This is an optimization exercise on Yosys and OpenROAD, whose aim is small area, not a production implementation. The RTL was checked by simulation tests, not by an equivalence proof against the original design. Power and IR drop assume default switching activity.

Design i2c_master, start of the top module:
module i2c_master #(
    parameter SYS_CLOCK_FREQ_HZ = 100_000_000,
    parameter FAST_MODE_ENABLED = 0
)(
    input wire       i_clk,
    input wire       i_rst,
    input wire [9:0] i_slave_addr,
    input wire [7:0] i_byte_cnt,
    input wire [3:0] i_control_reg,
    input wire [3:0] i_mode_reg,
    input wire [7:0] i_tx_data,
    output wire       o_rx_data_valid,
    output wire       o_tx_data_needed,
    output wire [7:0] o_rx_data,
    output wire [4:0] o_status_reg,
    output wire o_sda,
    output wire o_sda_oe,
    input  wire i_sda,
    output wire o_scl,
    output wire o_scl_oe,
    input  wire i_scl
);
reg [7:0] lf;
wire tick = (lf == 8'h27);
always @(posedge i_clk) begin
    if (i_rst)     lf <= 8'hff;
    else if (tick) lf <= 8'hfe;
    else           lf <= {lf[6:0], lf[7] ^ lf[5] ^ lf[4] ^ lf[3]};
end
reg [2:0] sf, cf;
reg sflt, cflt;
always @(posedge i_clk) begin
    if (i_rst) begin
        sf <= 3'b000; cf <= 3'b000; sflt <= 1'b1; cflt <= 1'b1;
    end else begin
        sf <= {sf[1:0], ~i_sda};
        cf <= {cf[1:0], ~i_scl};
        if (sf[2] == sf[1]) sflt <= ~sf[2];
        if (cf[2] == cf[1]) cflt <= ~cf[2];
    end
end
wire start_trans = i_control_reg[3];
localparam [2:0] IDLE = 3'b000, START = 3'b001, STOP = 3'b010, RSTART = 3'b011,
                 ADDR = 3'b100, DATA = 3'b101, RD = 3'b110;
localparam [1:0] S0 = 2'b00, S1 = 2'b01, S2 = 2'b11, S3 = 2'b10;
reg [2:0] m;
reg [3:0] b;      
reg [1:0] s;      
reg [6:0] h;      
reg [7:0] l;      
reg [7:0] cnt;
reg rd, rw, ack;
reg txd, rxd, txe;
wire idle  = (m == IDLE);
wire gen   = ~m[2] & (m[1] | m[0]);
wire bits  = m[2];
wire tx    = m[2] & ~m[1];
wire isrd  = m[2] & m[1];
  ...
Size: ~300 cells after synthesis, roughly 54 flip-flops, about 57 I/O pins, about 2800 µm² of cells after synthesis.
clock: 10.0 ns
lec_check: 0
cap_margin: 20
core_margin: 2
core_utilization: 40
cts_buf_list: sky130_fd_sc_hd__clkbuf_8
slew_margin: 20
run.sh (not shown) runs the stock make flow with config.mk's settings and CLKGATE_MAP_FILE= SYNTH_SCRIPT=/design/flow/synth_recipe.tcl, a recipe that flattens the netlist after the stock synthesis.
The first run completed with no timing, DRC or antenna violations.
Change:
==> flow/flow/run.sh (new file) <==
#!/bin/bash
# Standard ORFS layout, with the port buffers made from the smallest buffer cell.
set -euo pipefail
bash standard.sh BUFFER_PORTS_ARGS="-buffer_cell sky130_fd_sc_hd__buf_1" finish > flow_standard.log 2>&1
==> flow/standard.sh (new file) <==
#!/bin/bash
# synth_recipe.tcl (not shown) runs the flow's synth.tcl, then flattens the netlist and writes it again
# the make line also repeats each setting of config.mk as NAME=value (left out here)
make -C /OpenROAD-flow-scripts/flow DESIGN_CONFIG=/design/flow/config.mk WORK_HOME=/design/flow/orfs CLKGATE_MAP_FILE= SYNTH_SCRIPT=/design/flow/synth_recipe.tcl "${@:-finish}"
removed: flow/run.sh
=> The new run completed with no timing, DRC or antenna violations. Power fell by roughly a tenth. Cell count hardly moves. Global-route usage came out lower by 0.48 points. Count of clock-buffer cells in the layout does not change. Area after synthesis is unchanged. Cell area is lower by roughly a tenth. Register-to-register slack is worse by 30 ps. Sequential share of layout area went up by 4.1 points. Worst setup slack improved by 93 ps. Routed wire length went down by a few percent.
Change:
==> flow/flow/run.sh (replaced) <==
#!/bin/bash
# Standard ORFS layout with two changes: the combinational logic of the standard synthesis is
# re-mapped by ABC for area (flip-flops untouched), and the port buffers use the smallest buffer.
set -euo pipefail
R=orfs/results/sky130hd/i2c_master/base
LIB=$FLOW_HOME/platforms/sky130hd/lib/sky130_fd_sc_hd__tt_025C_1v80.lib
YOSYS=$FLOW_HOME/../tools/install/yosys/bin/yosys
[[ -x $YOSYS ]] || YOSYS=yosys
bash standard.sh synth > log_synth.log 2>&1
python3 flow/filtlib.py "$LIB" lib.lib > log_filtlib.log 2>&1
cp $R/1_2_yosys.v in.v
"$YOSYS" -s flow/resyn.ys > log_resyn.log 2>&1
cp out.v $R/1_2_yosys.v
rm -f $R/1_synth.odb $R/1_synth.sdc
bash standard.sh BUFFER_PORTS_ARGS="-buffer_cell sky130_fd_sc_hd__buf_1" finish > log_finish.log 2>&1
==> flow/flow/area.abc (new file) <==
strash
dch -f
map -a
mfs2
strash
dch -f
map -a
topo
==> flow/flow/filtlib.py (new file) <==
import re,sys
# usage: filtlib.py in.lib out.lib : drop cells matching dont-use patterns
src=open(sys.argv[1]).read()
bad=re.compile(r'sky130_fd_sc_hd__(lpflow_|probe|probec_)')
out=[];i=0
for m in re.finditer(r'\n\s*cell\s*\(\s*"?([\w]+)"?\s*\)\s*\{',src):
    pass
pos=0;res=[]
pat=re.compile(r'\n(\s*)cell\s*\(\s*"?([\w]+)"?\s*\)\s*\{')
while True:
    m=pat.search(src,pos)
    if not m: res.append(src[pos:]); break
    # find matching brace
    depth=0;j=m.end()-1
    while True:
        c=src[j]
        if c=='{': depth+=1
        elif c=='}':
            depth-=1
            if depth==0: break
        j+=1
    if bad.match(m.group(2)):
        res.append(src[pos:m.start()])
    else:
        res.append(src[pos:j+1])
    pos=j+1
open(sys.argv[2],'w').write(''.join(res))
==> flow/flow/resyn.ys (new file) <==
# Re-map the combinational logic of the standard synthesis for area.
# The flip-flop cells are kept as they are (same instances, names and types).
read_liberty -overwrite -ignore_miss_func lib.lib
read_verilog in.v
hierarchy -top i2c_master
setattr -mod -set keep_hierarchy 1 sky130_fd_sc_hd__df* sky130_fd_sc_hd__edf* sky130_fd_sc_hd__sdf* sky130_fd_sc_hd__dl* sky130_fd_sc_hd__sedf*
flatten
rename -hide w:*.*
opt -purge
abc -liberty lib.lib -script flow/area.abc
opt_clean -purge
hilomap -singleton -hicell sky130_fd_sc_hd__conb_1 HI -locell sky130_fd_sc_hd__conb_1 LO
insbuf -buf sky130_fd_sc_hd__buf_1 A X
splitnets
opt_clean -purge
setattr -mod -set blackbox 1 sky130_fd_sc_hd__*
hierarchy -top i2c_master
stat -liberty lib.lib
write_verilog -noattr -noexpr -nohex -nodec out.v
Non-clock buffer count does not change. Total power shrinks by 3.5%. Cell count grows by 1.6%. Worst hold slack loses 42 ps. Worst setup slack loses 85 ps. Clock-buffer cell count is unchanged. Final area shrinks by 7.7%. Routed wire length shrinks by 3.8%. Die area shrinks by 10%.
Change:
--- a/flow/flow/run.sh
+++ b/flow/flow/run.sh
@@ -2,3 +2,4 @@
 # Standard ORFS layout with two changes: the combinational logic of the standard synthesis is
-# re-mapped by ABC for area (flip-flops untouched), and the port buffers use the smallest buffer.
+# re-mapped by ABC for area (flip-flops untouched, result proven equal to the standard
+# synthesis, else the standard netlist is kept), and the port buffers use the smallest buffer.
 set -euo pipefail
@@ -11,4 +12,17 @@
 cp $R/1_2_yosys.v in.v
-"$YOSYS" -s flow/resyn.ys > log_resyn.log 2>&1
-cp out.v $R/1_2_yosys.v
+best=in.v
+besta=$(grep -h "Chip area" $R/../../../../reports/sky130hd/i2c_master/base/synth_stat.txt 2>/dev/null | awk '{print $NF}' | tail -1)
+besta=${besta:-1e9}
+for i in 1 2 3; do
+  sed -e "s#@SCRIPT@#flow/s$i.abc#; s#@OUT@#out$i.v#" flow/resyn.ys > resyn$i.ys
+  "$YOSYS" -s resyn$i.ys > log_resyn$i.log 2>&1 || continue
+  sed -e "s#@OUT@#out$i.v#" flow/eq.ys > eq$i.ys
+  "$YOSYS" -s eq$i.ys > log_eq$i.log 2>&1 || continue
+  a=$(grep "Chip area" log_resyn$i.log | awk '{print $NF}' | tail -1)
+  if python3 -c "import sys; sys.exit(0 if float('$a') < float('$besta') else 1)"; then
+    best=out$i.v; besta=$a
+  fi
+done
+echo "netlist used: $best ($besta)" > log_choice.log
+cp $best $R/1_2_yosys.v
 rm -f $R/1_synth.odb $R/1_synth.sdc
==> flow/flow/eq.ys (new file) <==
# Prove the re-mapped netlist equal to the standard synthesis, flip-flop for flip-flop.
read_liberty -ignore_miss_func lib.lib
read_verilog in.v
rename i2c_master gold
read_verilog @OUT@
rename i2c_master gate
hierarchy -check
flatten gold gate
rename -hide w:_*
opt_clean
equiv_make gold gate equiv
hierarchy -top equiv
equiv_simple -undef
equiv_induct -undef
equiv_status -assert
--- a/flow/flow/resyn.ys
+++ b/flow/flow/resyn.ys
@@ -9,3 +9,3 @@
 opt -purge
-abc -liberty lib.lib -script flow/area.abc
+abc -liberty lib.lib -script @SCRIPT@
 opt_clean -purge
@@ -18,2 +18,2 @@
 stat -liberty lib.lib
-write_verilog -noattr -noexpr -nohex -nodec out.v
+write_verilog -noattr -noexpr -nohex -nodec @OUT@
==> flow/flow/s1.abc (new file) <==
strash
dch -f
amap
mfs2
strash
dch -f
amap
topo
==> flow/flow/s2.abc (new file) <==
strash
dch -f
map -a
mfs2
strash
dch -f
map -a
topo
==> flow/flow/s3.abc (new file) <==
strash
dch -f
map -a
mfs2
strash
dch -f
map -a
&get -n
&nf -R 1000
&put
topo
CTS_CLUSTER_DIAMETER = 200   (was unset)
CTS_CLUSTER_SIZE = 30   (was unset)
removed: flow/flow/area.abc
Wire length fell by 7.2%. Total power rose by 22%. Clock skew stays flat. Worst setup slack gains 100 ps. Critical path depth fell by 9.

========
The RTL this note starts from:
==> flow/design.v <==
`timescale 1ns / 1ps
module i2c_master #(
    parameter SYS_CLOCK_FREQ_HZ = 100_000_000,
    parameter FAST_MODE_ENABLED = 0
)(
    input wire       i_clk,
    input wire       i_rst,
    input wire [9:0] i_slave_addr,
    input wire [7:0] i_byte_cnt,
    input wire [3:0] i_control_reg,
    input wire [3:0] i_mode_reg,
    input wire [7:0] i_tx_data,
    output wire       o_rx_data_valid,
    output wire       o_tx_data_needed,
    output wire [7:0] o_rx_data,
    output wire [4:0] o_status_reg,
    output wire o_sda,
    output wire o_sda_oe,
    input  wire i_sda,
    output wire o_scl,
    output wire o_scl_oe,
    input  wire i_scl
);
reg [7:0] lf;
wire tick = (lf == 8'h27);
always @(posedge i_clk) begin
    if (i_rst)     lf <= 8'hff;
    else if (tick) lf <= 8'hfe;
    else           lf <= {lf[6:0], lf[7] ^ lf[5] ^ lf[4] ^ lf[3]};
end
reg [2:0] sf, cf;
reg sflt, cflt;
always @(posedge i_clk) begin
    if (i_rst) begin
        sf <= 3'b000; cf <= 3'b000; sflt <= 1'b1; cflt <= 1'b1;
    end else begin
        sf <= {sf[1:0], ~i_sda};
        cf <= {cf[1:0], ~i_scl};
        if (sf[2] == sf[1]) sflt <= ~sf[2];
        if (cf[2] == cf[1]) cflt <= ~cf[2];
    end
end
wire start_trans = i_control_reg[3];
localparam [2:0] IDLE = 3'b000, START = 3'b001, STOP = 3'b010, RSTART = 3'b011,
                 ADDR = 3'b100, DATA = 3'b101, RD = 3'b110;
localparam [1:0] S0 = 2'b00, S1 = 2'b01, S2 = 2'b11, S3 = 2'b10;
reg [2:0] m;
reg [3:0] b;      
reg [1:0] s;      
reg [6:0] h;      
reg [7:0] l;      
reg [7:0] cnt;
reg rd, rw, ack;
reg txd, rxd, txe;
wire idle  = (m == IDLE);
wire gen   = ~m[2] & (m[1] | m[0]);
wire bits  = m[2];
wire tx    = m[2] & ~m[1];
wire isrd  = m[2] & m[1];
wire cnt0  = (cnt == 8'd0);
wire bz    = (b == 4'd0);
wire b9    = (b == 4'd9);
wire b10   = (b == 4'd10);
wire ten   = ~rd & rw;
wire adv   = (bz && s == S3) || (tick && (s != S1 || cflt || gen));
wire done  = bits && b10 && s == S0;
wire nxt   = bits && b10 && s == S3;
assign o_tx_data_needed = (m == DATA) && nxt;
assign o_rx_data_valid  = isrd && nxt;
assign o_rx_data        = l;
assign o_status_reg     = {~idle | b[0], txd, rxd, txe, 1'b0};
assign o_sda_oe = ~idle && !(tx && b9) && !(isrd && !b9 && !nxt);
assign o_scl_oe = ~idle && !(bits && s[0]);
wire g01  = (bz && s == S3) || (b[0] && s == S0);
wire abit = b[3] ? rw : h[3'd7 - b[2:0]];
reg sda;
always @(*) begin
    case (m)
        START, RSTART: sda = g01;
        STOP:          sda = b[0] && s == S3;
        ADDR:          sda = (bz || (b10 && ack)) ? 1'b1 : abit;
        DATA:          sda = (bz || (b10 && ack)) ? 1'b1 : l[7];
        RD:            sda = b9 && (s == S0 || cnt0);
        default:       sda = 1'b0;
    endcase
end
assign o_sda = sda;
assign o_scl = (m == STOP) ? (b[0] && s[1]) : (gen && (g01 || (b[0] && s == S1)));
always @(posedge i_clk) begin
    if (i_rst) begin
        m <= IDLE; b <= 4'd0; s <= S3;
        txd <= 1'b0; rxd <= 1'b0; txe <= 1'b0;
    end else begin
        if (adv) begin
            s <= {s[0], ~s[1]};
            if (s == S3) b <= b + 4'd1;
        end
        if (idle) begin
            b <= 4'd0; s <= S3;
            if (start_trans) m <= START;
            else begin txd <= 1'b0; rxd <= 1'b0; end
        end
        if (gen && b[0] && s == S3) begin           
            if (m == STOP || (m == START && ten)) begin
                m <= IDLE; b <= 4'd1; s <= S3;
            end else if (m == START) begin
                b <= 4'd0; s <= S0;
            end else begin
                m <= ADDR; b <= 4'd0; s <= S3;
            end
        end
        if (m == START && bz && s == S0) begin      
            m <= ADDR; b <= 4'd0; s <= S3;
        end
        if (done) begin
            b <= 4'd0; s <= S3;
            if (tx && !ack) begin
                m <= STOP; txe <= 1'b1;
            end else if (m == ADDR) begin
                m <= (rd && rw) ? RD : DATA;
            end else if (m == DATA && rd) begin
                m <= RSTART;
            end else if (m == DATA && cnt0) begin
                m <= STOP; txd <= 1'b1;
            end else begin
                b <= 4'd10; s <= S3;
            end
        end
        if (nxt) begin
            b <= 4'd0; s <= S3;
            if (isrd && cnt0) begin m <= STOP; rxd <= 1'b1; end
        end
    end
end
wire ld = idle && start_trans;
always @(posedge i_clk) begin
    if (ld) begin
        h   <= i_slave_addr[6:0];
        cnt <= i_byte_cnt;
        rd  <= ~i_mode_reg[3] & i_mode_reg[2];
        rw  <= i_mode_reg[3] | (i_mode_reg[2] & i_mode_reg[1]);
    end else begin
        if (m == RSTART) rw <= 1'b1;
        if (tx && b9 && s == S2 && tick) ack <= ~sflt;
        if ((m == ADDR && done && ack && !(rd && !rw)) || nxt) cnt <= cnt - 8'd1;
    end
    if (ld || (m == DATA && nxt)) l <= i_tx_data;
    else if (adv && !bz && ((m == DATA && s == S3 && !b[3]) ||
                            (isrd && s == S2 && (!b[3] || b == 4'd8))))
        l <= {l[6:0], sflt};
end
endmodule
clock: 10.0 ns
lec_check: 0
cap_margin: 20
core_margin: 2
core_utilization: 40
cts_buf_list: sky130_fd_sc_hd__clkbuf_4 sky130_fd_sc_hd__clkbuf_8
cts_cluster_diameter: 100
cts_cluster_size: 20
slew_margin: 20
standard.sh (not shown) runs the stock make flow with config.mk's settings and CLKGATE_MAP_FILE= SYNTH_SCRIPT=/design/flow/synth_recipe.tcl, a recipe that flattens the netlist after the stock synthesis.
==> flow/flow/run.sh <==
#!/bin/bash
# Standard ORFS layout with two changes: the combinational logic of the standard synthesis is
# re-mapped by ABC for area (flip-flops untouched, result proven equal to the standard
# synthesis, else the standard netlist is kept), and the port buffers use the smallest buffer.
set -euo pipefail
R=orfs/results/sky130hd/i2c_master/base
LIB=$FLOW_HOME/platforms/sky130hd/lib/sky130_fd_sc_hd__tt_025C_1v80.lib
YOSYS=$FLOW_HOME/../tools/install/yosys/bin/yosys
[[ -x $YOSYS ]] || YOSYS=yosys
bash standard.sh synth > log_synth.log 2>&1
python3 flow/filtlib.py "$LIB" lib.lib > log_filtlib.log 2>&1
cp $R/1_2_yosys.v in.v
best=in.v
besta=$(grep -h "Chip area" $R/../../../../reports/sky130hd/i2c_master/base/synth_stat.txt 2>/dev/null | awk '{print $NF}' | tail -1)
besta=${besta:-1e9}
for i in 1 2 3; do
  sed -e "s#@SCRIPT@#flow/s$i.abc#; s#@OUT@#out$i.v#" flow/resyn.ys > resyn$i.ys
  "$YOSYS" -s resyn$i.ys > log_resyn$i.log 2>&1 || continue
  sed -e "s#@OUT@#out$i.v#" flow/eq.ys > eq$i.ys
  "$YOSYS" -s eq$i.ys > log_eq$i.log 2>&1 || continue
  a=$(grep "Chip area" log_resyn$i.log | awk '{print $NF}' | tail -1)
  if python3 -c "import sys; sys.exit(0 if float('$a') < float('$besta') else 1)"; then
    best=out$i.v; besta=$a
  fi
done
echo "netlist used: $best ($besta)" > log_choice.log
cp $best $R/1_2_yosys.v
rm -f $R/1_synth.odb $R/1_synth.sdc
bash standard.sh BUFFER_PORTS_ARGS="-buffer_cell sky130_fd_sc_hd__buf_1" finish > log_finish.log 2>&1
Other scripts of this flow, unchanged in this note and not shown: flow/flow/eq.ys, flow/flow/filtlib.py, flow/flow/resyn.ys, flow/flow/s1.abc, flow/flow/s2.abc, flow/flow/s3.abc
==> next run, changes <==
Settings changed: CTS_BUF_LIST sky130_fd_sc_hd__clkbuf_4 sky130_fd_sc_hd__clkbuf_8 to sky130_fd_sc_hd__clkbuf_8, CTS_CLUSTER_DIAMETER 100 to not set, CTS_CLUSTER_SIZE 20 to not set.
Outcome: The new run went through all stages and came out clean; total power does not change; routed wire length is unchanged; non-clock buffer count stays the same; final area does not change; worst setup slack does not change; sequential share of layout area does not change; critical path depth does not change; synthesized cell count stays the same.
==> next run, changes <==
Settings changed: CTS_BUF_LIST sky130_fd_sc_hd__clkbuf_8 to sky130_fd_sc_hd__clkbuf_16, CTS_CLUSTER_DIAMETER set to 300, CTS_CLUSTER_SIZE set to 60.
The new run ran to the end with no violations.
Clock power increases by well over a third.
Via count barely changes.
Utilization grows by 0.94 points.
Count of clock-buffer cells in the layout does not change.
Design area went up slightly.
Global-route usage hardly moves.

[separate check: timing with driven ports]
In the flow no input, the clock included, has a driving cell. The finished layouts below were timed again as built, in two steps. Step 1 sets driving cells, clkbuf_16 on the clock port and buf_2 on the other inputs (assumed; they add their load-dependent delay and slew). Step 2 moves the port delays by t, midway between the first and last clock arrival at a register: inputs arrive t later, outputs are due t later. That takes back most of the time a late clock gives input paths. a / b / c = ideal ports / drivers / drivers and shift; a / b = the first two.
run | t, ns | setup slack, ns | slew at the worst register clock pin (ns)
the first run of note 1 | 0.340 | 5.013 / 4.984 / 5.324 | 0.10 / 0.10
the second run of note 1 | 0.332 | 5.106 / 5.077 / 5.409 | 0.10 / 0.10
the third run of note 1 | 0.342 | 5.021 / 4.993 / 5.335 | 0.10 / 0.10
the fourth run of note 1 | 0.331 | 5.123 / 5.092 / 5.329 | 0.10 / 0.10
the first run of note 2 | 0.331 | 5.123 / 5.092 / 5.329 | 0.10 / 0.10
the second run of note 2 | 0.331 | 5.123 / 5.092 / 5.329 | 0.10 / 0.10
the third run of note 2 | 0.320 | 5.160 / 5.126 / 5.364 | 0.07 / 0.07
After both steps every run listed still meets setup and hold.
